Context: an optimization exercise on an open-source flow, tuned for small area, a short achievable clock period and few clock cycles per item. The choices shown serve that exercise and are no tape-out recipe. In this exercise RTL edits were held to simulation tests only and were not proved equivalent to the original. The flow treats the clock pin as an ideal source, which a real chip does not have. Power and IR drop assume default switching activity.

==> job 9483 <==
## mips
module mips(input wire clk,
            input wire reset,
            input wire [31:0] i_inst_rdata,
            input wire [31:0] m_data_rdata,
            output wire [31:0] i_inst_addr,
            output wire [31:0] m_data_addr,
            output wire [31:0] m_data_wdata,
            output wire [3:0] m_data_byteen,
            output wire [31:0] m_inst_addr,
            output wire w_grf_we,
            output wire [4:0] w_grf_addr,
            output wire [31:0] w_grf_wdata,
            output wire [31:0] w_inst_addr
        );
==> flow/config.mk <==
export PLATFORM = sky130hd
export DESIGN_NAME = mips
export DESIGN_NICKNAME = mips
export VERILOG_FILES = /design/flow/design.v
export SDC_FILE = /design/flow/constraint.sdc
export NUM_CORES = 8
export LEC_CHECK = 0
export CAP_MARGIN = 20
export CORE_MARGIN = 2
export CORE_UTILIZATION = 40
export CTS_CLUSTER_DIAMETER = 70
export CTS_CLUSTER_SIZE = 22
export SLEW_MARGIN = 20
export SYNTH_HIERARCHICAL = 1
export SYNTH_MINIMUM_KEEP_SIZE = 0
==> flow/constraint.sdc <==
create_clock -name core_clock -period 100.0 [get_ports {clk}]
set_input_delay 20.0000 -clock core_clock [delete_from_list [all_inputs] [get_ports {clk}]]
set_output_delay 20.0000 -clock core_clock [all_outputs]
set_load 0.01 [all_outputs]
standard.sh (not shown) runs the stock make flow with config.mk's settings and CLKGATE_MAP_FILE= SYNTH_SCRIPT=/design/flow/synth_recipe.tcl, a recipe that flattens the netlist after the stock synthesis.
==> flow/flow/run.sh <==
#!/bin/bash
# Layout flow: the standard ORFS flow (standard.sh, with its synthesis unchanged), with two
# changes to how the layout is made:
#  - the port buffers are sky130_fd_sc_hd__buf_1 instead of the delay cells that buffer_ports
#    picks by default (repair may upsize them);
set -euo pipefail
MARGIN=78.6
bash standard.sh "BUFFER_PORTS_ARGS=-buffer_cell sky130_fd_sc_hd__buf_1" \
    "SETUP_SLACK_MARGIN=$MARGIN" finish > flow_make.log 2>&1
==> job 4592 (differences from job 9483) <==
--- a/flow/design.v
+++ b/flow/design.v
@@ -213,25 +213,34 @@
                   input wire start,
                   input wire [1:0] op,        
                   input wire [31:0] a,
                   input wire [31:0] b,
                   input wire wr_hi,
                   input wire wr_lo,
-                  output wire busy,
+                  output wire busy,       
+                  output wire pend,       
                   output wire [31:0] hi,
                   output wire [31:0] lo,
                   output reg hi_neg,
                   output reg lo_neg,
                   output reg hi_z,        
                   output reg lo_z);
     reg [32:0] H;        
     reg [31:0] L;        
     reg [31:0] M;        
     reg [3:0]  cnt;
     reg        run, isdiv, sgn, lb, fix;
-    assign busy = run;
+    reg [31:0] pv;       
+    reg        pend_v, pend_hi;
+    assign busy = run | pend_v;
+    assign pend = pend_v;
+    wire apply = ~run & pend_v;                  
+    wire put = run & ~pend_v & (wr_hi | wr_lo);  
+    wire set_hi = (~run & ~pend_v & wr_hi) | (apply & pend_hi);
+    wire set_lo = (~run & ~pend_v & wr_lo) | (apply & ~pend_hi);
+    wire [31:0] wv = pend_v ? pv : a;
     assign hi = H[31:0];
     assign lo = L;
     wire sdiv = op == 2'b10;
     wire [31:0] a_in, b_in;
     cneg #(32) na(.a(a), .n(sdiv & a[31]), .s(a_in));
     cneg #(32) nb(.a(b), .n(sdiv & b[31]), .s(b_in));
@@ -273,27 +282,31 @@
                 if (cnt == 4'd15) run_n = 1'b0;
             end else if (fix) begin
                 run_n = 1'b0;
             end else if (last) begin
                 run_n = ~sgn & L[3];     
             end
-        end else begin
-            if (wr_hi) begin
-                hneg_n = 1'b0;
-                hz_n = 1'b0;
-            end
-            if (wr_lo) begin
-                lneg_n = 1'b0;
-                lz_n = 1'b0;
-            end
+        end
+        if (set_hi) begin
+            hneg_n = 1'b0;
+            hz_n = 1'b0;
+        end
+        if (set_lo) begin
+            lneg_n = 1'b0;
+            lz_n = 1'b0;
         end
     end
-    wire [4:0] st_d;
-    rgate #(5, 5'b00011) r_st(.d({run_n, hneg_n, lneg_n, hz_n, lz_n}), .rst(reset), .y(st_d));
+    wire pend_n = ~start & (put | (pend_v & ~apply));
+    wire [5:0] st_d;
+    rgate #(6, 6'b000110) r_st(.d({run_n, hneg_n, lneg_n, hz_n, lz_n, pend_n}), .rst(reset), .y(st_d));
     always @(posedge clk) begin
-        {run, hi_neg, lo_neg, hi_z, lo_z} <= st_d;
+        {run, hi_neg, lo_neg, hi_z, lo_z, pend_v} <= st_d;
+        if (put) begin
+            pv <= a;
+            pend_hi <= wr_hi;
+        end
     end
     always @(posedge clk) begin
         if (start) begin
             H <= 33'b0;
             L <= a_in;
             M <= b_in;
@@ -314,14 +327,14 @@
                 H <= s1[34:2];
                 L <= {s1[1:0], s0[1:0], L[31:4]};
                 lb <= L[3];
                 if (last) fix <= ~sgn & L[3];
             end
         end else begin
-            if (wr_hi) H <= {1'b0, a};
-            if (wr_lo) L <= a;
+            if (set_hi) H <= {1'b0, wv};
+            if (set_lo) L <= wv;
         end
     end
 endmodule
 `timescale 1ns / 1ps
 `default_nettype none
 module mips(input wire clk,
@@ -398,22 +411,22 @@
     wire [31:0] va, vb;
     wire [31:0] m_wdata;
     D_GRF grf(.clk(clk), .reset(reset),
               .ra(rs), .rb(rt), .a_m(a_m), .b_m(b_m),
               .m_val(m_res), .qa(va), .qb(vb),
               .we(m_we), .wa(m_rd), .wd(m_wdata));
-    wire md_busy;
+    wire md_busy, md_pend;
     wire [31:0] hi, lo;
     wire hi_neg, lo_neg, hi_z, lo_z;
-    wire hilo_op = f_mfhi | f_mflo | f_mthi | f_mtlo;
-    wire stall = (m_load & ((use_rs & a_m) | (use_rt & b_m))) | (hilo_op & md_busy);
+    wire stall = (m_load & ((use_rs & a_m) | (use_rt & b_m))) |
+                 ((f_mfhi | f_mflo) & md_busy) | ((f_mthi | f_mtlo) & md_pend);
     wire go = ~stall;
     E_Mult_Div md(.clk(clk), .reset(reset),
                   .start(go & f_md), .op(fn[1:0]), .a(va), .b(vb),
                   .wr_hi(go & f_mthi), .wr_lo(go & f_mtlo),
-                  .busy(md_busy), .hi(hi), .lo(lo), .hi_neg(hi_neg), .lo_neg(lo_neg),
+                  .busy(md_busy), .pend(md_pend), .hi(hi), .lo(lo), .hi_neg(hi_neg), .lo_neg(lo_neg),
                   .hi_z(hi_z), .lo_z(lo_z));
     wire [31:0] mf_val;
     cneg #(32) mfn(.a(fn[1] ? (lo & {32{~lo_z}}) : (hi & {32{~hi_z}})), .n(fn[1] ? lo_neg : hi_neg), .s(mf_val));
     wire o_lui = op == 6'b001111;
     wire logic_imm = o_alui & op[2];                     
     wire [31:0] bsrc = o_lui ? {imm, 16'b0} :
==> flow/flow/run.sh (replaced) <==
#!/bin/bash
# Layout flow: the standard ORFS flow (standard.sh, with its synthesis unchanged), with these
# changes to how the layout is made:
#  - the port buffers are sky130_fd_sc_hd__buf_1 instead of the delay cells that buffer_ports
#    picks by default (repair may upsize them);
#  - timing repair aims at a setup slack margin, so that it works on the paths that set the
#    achieved period (the clock period less the worst slack) instead of stopping at zero slack;
set -euo pipefail
HERE=$(pwd)
MARGIN=78.6
bash standard.sh "BUFFER_PORTS_ARGS=-buffer_cell sky130_fd_sc_hd__buf_1" \
    "SETUP_SLACK_MARGIN=$MARGIN" "POST_CTS_TCL=$HERE/flow/post_cts.tcl" finish > flow_make.log 2>&1
==> flow/flow/post_cts.tcl (new file) <==
# Area recovery after CTS: downsize cells (recover_power), then repair setup again to the
# same slack margin the flow uses, then legalize.
log_cmd estimate_parasitics -placement
log_cmd repair_timing -recover_power 100 -verbose
log_cmd repair_timing -setup -setup_margin $::env(SETUP_SLACK_MARGIN) -repair_tns 100 -verbose
log_cmd detailed_placement
check_placement -verbose
==> comparison table <==
|  | job 4592 | job 9483 |
|---|---|---|
| Run status | no timing/DRC/antenna violations | no timing/DRC/antenna violations |
| Total Die Area | 188000 sq um | 184000 sq um |
| Proportion of cell area spent on the clock network | 0.0383 | 0.0428 |
| Placed Area | 79500 sq um | 77800 sq um |
| Hold Slack | 0.344 ns | 0.341 ns |
| Count of inverters other than clock inverters in the layout | 114 | 147 |
| Final standard cell utilization of the core | 0.457 | 0.458 |
| Destination of the critical timing path | w_grf_wdata[13] | grf.rf[13][10] |
| Worst Setup End Kind | primary output | flip-flop |
| Multi-input combinational cell count | 3420 | 3385 |
| Area growth, synth to finish | 13.7% | 13.5% |
| Routed wire length on met3 | 50600 um | 52800 um |
| Proportion of power drawn by combinational gates | 0.117 | 0.118 |
| Critical-path top delay cell | sky130_fd_sc_hd__dfxtp_4 | sky130_fd_sc_hd__o22a_2 |
| Estimated wirelength of the detail-placed design | 224000 um | 219000 um |
| Number of nets in the finished design | 6161 | 6067 |
| Tmin final | 21.40 ns | 21.44 ns |
| Met1 usage in global routing | 0.388 | 0.401 |
| Maximum cell stage delay along the critical path | 0.43 ns | 0.65 ns |
| Ratio of total power to cell area | 15.2 nW/um^2 | 15.7 nW/um^2 |
| Clk Latency, worst-skew pair | 0.84 ns | 0.83 ns |
| Initial antenna violation count | 29 | 39 |
| Register share of total power | 0.550 | 0.531 |
Testbench counts of job 9483, summed over its fixed seeds: cycles 198,764, programs 64.
Testbench counts of job 4592, summed over its fixed seeds: cycles 193,207, programs 64.

* * *

==> exp/lagoon: inputs <==
Another version of the RTL of mips (not shown whole).
clock: 100.0 ns
lec_check: 0
cap_margin: 20
core_margin: 2
core_utilization: 65
cts_cluster_diameter: 70
cts_cluster_size: 22
slew_margin: 20
synth_hierarchical: 1
synth_minimum_keep_size: 0
==> flow/flow/run.sh <==
#!/bin/bash
# Layout flow: the standard ORFS flow (standard.sh, with its synthesis unchanged), with these
# changes to how the layout is made:
#  - the port buffers are sky130_fd_sc_hd__buf_1 instead of the delay cells that buffer_ports
#    picks by default (repair may upsize them);
#  - timing repair aims at a setup slack margin, so that it works on the paths that set the
#    achieved period (the clock period less the worst slack) instead of stopping at zero slack;
set -euo pipefail
HERE=$(pwd)
MARGIN=78.6
bash standard.sh "BUFFER_PORTS_ARGS=-buffer_cell sky130_fd_sc_hd__buf_1" \
    "SETUP_SLACK_MARGIN=$MARGIN" "POST_CTS_TCL=$HERE/flow/post_cts.tcl" finish > flow_make.log 2>&1
==> flow/flow/post_cts.tcl <==
# Area recovery after CTS: downsize cells (recover_power), then repair setup again to the
# same slack margin the flow uses, then legalize. Delay cells are kept out of both steps.
set_dont_use [get_lib_cells {*/sky130_fd_sc_hd__clkdlybuf* */sky130_fd_sc_hd__dlygate* */sky130_fd_sc_hd__dlymetal* */sky130_fd_sc_hd__dlyb*}]
log_cmd estimate_parasitics -placement
log_cmd repair_timing -recover_power 100 -verbose
log_cmd repair_timing -setup -setup_margin $::env(SETUP_SLACK_MARGIN) -repair_tns 100 -verbose
log_cmd detailed_placement
check_placement -verbose
==> inputs of exp/raven, as changes to exp/lagoon <==
--- a/flow/design.v
+++ b/flow/design.v
@@ -244,96 +244,89 @@
     wire [31:0] wv = pend_v ? pv : a;
     assign hi = H[31:0];
     assign lo = L;
     wire sdiv = op == 2'b10;
     wire [31:0] a_in, b_in;
     cneg #(32) na(.a(a), .n(sdiv & a[31]), .s(a_in));
     cneg #(32) nb(.a(b), .n(sdiv & b[31]), .s(b_in));
     wire [34:0] mx = {{3{sgn & M[31]}}, M};
-    wire [34:0] s0;
-    wire n0;
-    wire [34:0] pp0;
+    wire [34:0] s0, s1;
+    wire n0, n1;
+    wire [34:0] pp0, pp1;
     booth_pp bp0(.m(mx), .b2(L[1] & ~fix), .b1(L[0] & ~fix), .b0(lb | fix), .pp(pp0), .neg(n0));
+    booth_pp bp1(.m(mx), .b2(L[3]), .b1(L[2]), .b0(L[1]), .pp(pp1), .neg(n1));
     rca #(35) m0(.a({H[32], H[32], H}), .b(pp0), .ci(n0), .s(s0), .co());
-    wire last = cnt == 5'd15;            
+    rca #(35) m1(.a({s0[34], s0[34], s0[34:2]}), .b(pp1), .ci(n1), .s(s1), .co());
+    wire last = cnt == 5'd7;             
     wire [32:0] x0  = {H[31:0], L[31]};
     wire [33:0] t0;
     rca #(34) d0(.a({1'b0, x0}), .b(~{2'b0, M}), .ci(1'b1), .s(t0), .co());
     wire q0 = ~t0[33];
     wire st = start & ~reset;
     wire rn = run & ~start & ~reset;
     wire e_wv = set_hi & ~start & ~reset;
-    wire jmp16 = rn & ~isdiv & ~fix & cnt == 5'd8 & L[15:0] == {16{lb}};
-    wire jmp24 = rn & ~isdiv & ~fix & cnt == 5'd4 & L[23:0] == {24{lb}};
-    wire jmp = jmp16 | jmp24;
-    wire e_hj = jmp16;
-    wire e_hj24 = jmp24;
+    wire jmp = rn & ~isdiv & ~fix & cnt == 5'd4 & L[15:0] == {16{lb}};
+    wire e_hj = jmp;
     wire [32:0] hj = {{16{H[32]}}, H[32:16]};
-    wire [32:0] hj24 = {{24{H[32]}}, H[32:24]};
     wire e_s1 = rn & ~isdiv & ~fix & ~jmp;
     wire e_s0 = rn & ~isdiv & fix;
     wire e_t0 = rn & isdiv & q0;
     wire e_x0 = rn & isdiv & ~q0;
     wire [32:0] h_d;
     genvar i;
     generate
         for (i = 0; i < 32; i = i + 1) begin : hb
-            wire y0, y1, y2;
-            aoi222 g0(.a(wv[i]), .b(e_wv), .c(s0[i + 2]), .d(e_s1), .e(s0[i]), .f(e_s0), .y(y0));
+            wire y0, y1;
+            aoi222 g0(.a(wv[i]), .b(e_wv), .c(s1[i + 2]), .d(e_s1), .e(s0[i]), .f(e_s0), .y(y0));
             aoi222 g1(.a(t0[i]), .b(e_t0), .c(x0[i]), .d(e_x0), .e(hj[i]), .f(e_hj), .y(y1));
-            nand2_c g2(.a(hj24[i]), .b(e_hj24), .y(y2));
-            nand3x g3(.a(y0), .b(y1), .c(y2), .y(h_d[i]));
+            nand2_c g3(.a(y0), .b(y1), .y(h_d[i]));
         end
     endgenerate
-    assign h_d[32] = (s0[34] & e_s1) | (s0[32] & e_s0) | (H[32] & (e_hj | e_hj24));
+    assign h_d[32] = (s1[34] & e_s1) | (s0[32] & e_s0) | (H[32] & e_hj);
     wire h_en = start | set_hi | run | reset;
     wire op_div = op[1];
     wire z3 = a_in[31:24] == 8'd0;
     wire z2 = z3 & a_in[23:16] == 8'd0;
     wire z1 = z2 & a_in[15:8] == 8'd0;
     wire [1:0] sk = ~op_div ? 2'd0 : z1 ? 2'd3 : z2 ? 2'd2 : z3 ? 2'd1 : 2'd0;
     wire e_ls = st & sk == 2'd0;
     wire e_ls1 = st & sk == 2'd1;
     wire e_ls2 = st & sk == 2'd2;
     wire e_ls3 = st & sk == 2'd3;
     wire e_lw = set_lo & ~start & ~reset;
     wire e_lm = rn & ~isdiv & ~fix & ~jmp;
-    wire e_lj = jmp16;
+    wire e_lj = jmp;
     wire [31:0] lj = {H[15:0], L[31:16]};
-    wire e_lj24 = jmp24;
-    wire [31:0] lj24 = {H[23:0], L[31:24]};
     wire e_ld = rn & isdiv;
-    wire [31:0] lm = {s0[1:0], L[31:2]};
+    wire [31:0] lm = {s1[1:0], s0[1:0], L[31:4]};
     wire [31:0] ld = {L[30:0], q0};
     wire [31:0] l_d;
     generate
         for (i = 0; i < 32; i = i + 1) begin : lb_
             wire y0, y1;
             aoi222 g0(.a(a_in[i]), .b(e_ls), .c(wv[i]), .d(e_lw), .e(lm[i]), .f(e_lm), .y(y0));
-            wire yj, yk, yjk;
+            wire yj;
             nand2_c gj(.a(lj[i]), .b(e_lj), .y(yj));
-            nand2_c gk(.a(lj24[i]), .b(e_lj24), .y(yk));
-            assign yjk = yj & yk;
             if (i < 8) begin : s0_
                 nand2_c g1(.a(ld[i]), .b(e_ld), .y(y1));
-                nand3x g2(.a(y0), .b(y1), .c(yjk), .y(l_d[i]));
+                nand3x g2(.a(y0), .b(y1), .c(yj), .y(l_d[i]));
             end else if (i < 16) begin : s1_
                 wire y2;
                 nand2_c g1(.a(ld[i]), .b(e_ld), .y(y1));
                 nand2_c g3(.a(a_in[i - 8]), .b(e_ls1), .y(y2));
-                nand4x g2(.a(y0), .b(y1), .c(y2), .d(yjk), .y(l_d[i]));
+                nand4x g2(.a(y0), .b(y1), .c(y2), .d(yj), .y(l_d[i]));
             end else if (i < 24) begin : s2_
                 aoi222 g1(.a(ld[i]), .b(e_ld), .c(a_in[i - 8]), .d(e_ls1), .e(a_in[i - 16]), .f(e_ls2), .y(y1));
-                nand3x g2(.a(y0), .b(y1), .c(yjk), .y(l_d[i]));
+                nand3x g2(.a(y0), .b(y1), .c(yj), .y(l_d[i]));
             end else begin : s3_
                 wire y2;
                 aoi222 g1(.a(ld[i]), .b(e_ld), .c(a_in[i - 8]), .d(e_ls1), .e(a_in[i - 16]), .f(e_ls2), .y(y1));
                 nand2_c g3(.a(a_in[i - 24]), .b(e_ls3), .y(y2));
-                nand4x g2(.a(y0), .b(y1), .c(y2), .d(yjk), .y(l_d[i]));
+                nand4x g2(.a(y0), .b(y1), .c(y2), .d(yj), .y(l_d[i]));
             end
         end
     endgenerate
     wire l_en = start | set_lo | (run & ~(~isdiv & fix)) | reset;
     reg run_n, hneg_n, lneg_n;
     always @(*) begin
         run_n = run;
         hneg_n = hi_neg;
@@ -343,21 +336,19 @@
             hneg_n = sdiv & a[31];
             lneg_n = sdiv & (a[31] ^ b[31]);
         end else if (run) begin
             if (isdiv) begin
                 if (cnt == 5'd31) run_n = 1'b0;
             end else if (fix) begin
                 run_n = 1'b0;
             end else if (last) begin
-                run_n = ~sgn & L[1];     
-            end else if (jmp16) begin
+                run_n = ~sgn & L[3];     
+            end else if (jmp) begin
                 run_n = ~sgn & L[15];
-            end else if (jmp24) begin
-                run_n = ~sgn & L[23];
             end
         end
         if (set_hi) begin
             hneg_n = 1'b0;
         end
         if (set_lo) begin
             lneg_n = 1'b0;
         end
@@ -380,20 +371,20 @@
             sgn <= ~op[0];
             isdiv <= op[1];
             cnt <= {sk, 3'b000};         
             lb <= 1'b0;
             fix <= 1'b0;
         end else if (run) begin
             cnt <= cnt + 5'd1;
             if (jmp) begin
-                fix <= ~sgn & (jmp16 ? L[15] : L[23]);
+                fix <= ~sgn & L[15];
             end else if (~isdiv & ~fix) begin
-                lb <= L[1];
-                if (last) fix <= ~sgn & L[1];
+                lb <= L[3];
+                if (last) fix <= ~sgn & L[3];
             end else if (fix) begin
                 fix <= 1'b0;
             end
         end
     end
 endmodule
 `timescale 1ns / 1ps
 `default_nettype none
==> notes <==
Between exp/raven and exp/lagoon, the lower sequential share of layout area is in exp/raven (gap 0.78 points). Total power is about the same in exp/raven and exp/lagoon. Non-clock buffer count: exp/raven is higher than exp/lagoon (21). In exp/lagoon the worst hold slack is higher than in exp/raven, by 0.0049 ns.
Testbench counts of exp/lagoon, summed over its fixed seeds: cycles 185,724, programs 64.
Testbench counts of exp/raven, summed over its fixed seeds: cycles 183,109, programs 64.

[port drivers added, routing unchanged]
No port has a modelled driver above. Below, the same layouts with a new extraction and two added sets of constraints. Step 1 assumes that a clkbuf_16 drives the clock port and a buf_2 every other input. Step 2 adds t to the input delays and takes it off the output delays; t is the mean of the earliest and latest rising clock arrival at the registers after step 1. Input paths then give back, and output paths get back, about the clock's delay inside the block. a / b / c = no drivers / after step 1 / after step 2; a / b = the first two.
run | t (ns) | setup WS [ns] | worst slew at a driven data input, ns
job 9483 | 0.869 | 78.561 / 78.487 / 77.755 | 0.06
job 4592 | 0.869 | 78.598 / 78.509 / 77.888 | 0.19
exp/lagoon | 0.808 | 78.500 / 78.507 / 77.746 | 0.07
exp/raven | 0.800 | 78.570 / 78.508 / 77.822 | 0.16
After both steps setup and hold are still met in every run listed. The setup slack of job 9483, which loses most, moves by -0.074 ns with the drivers and by -0.806 ns with both steps.
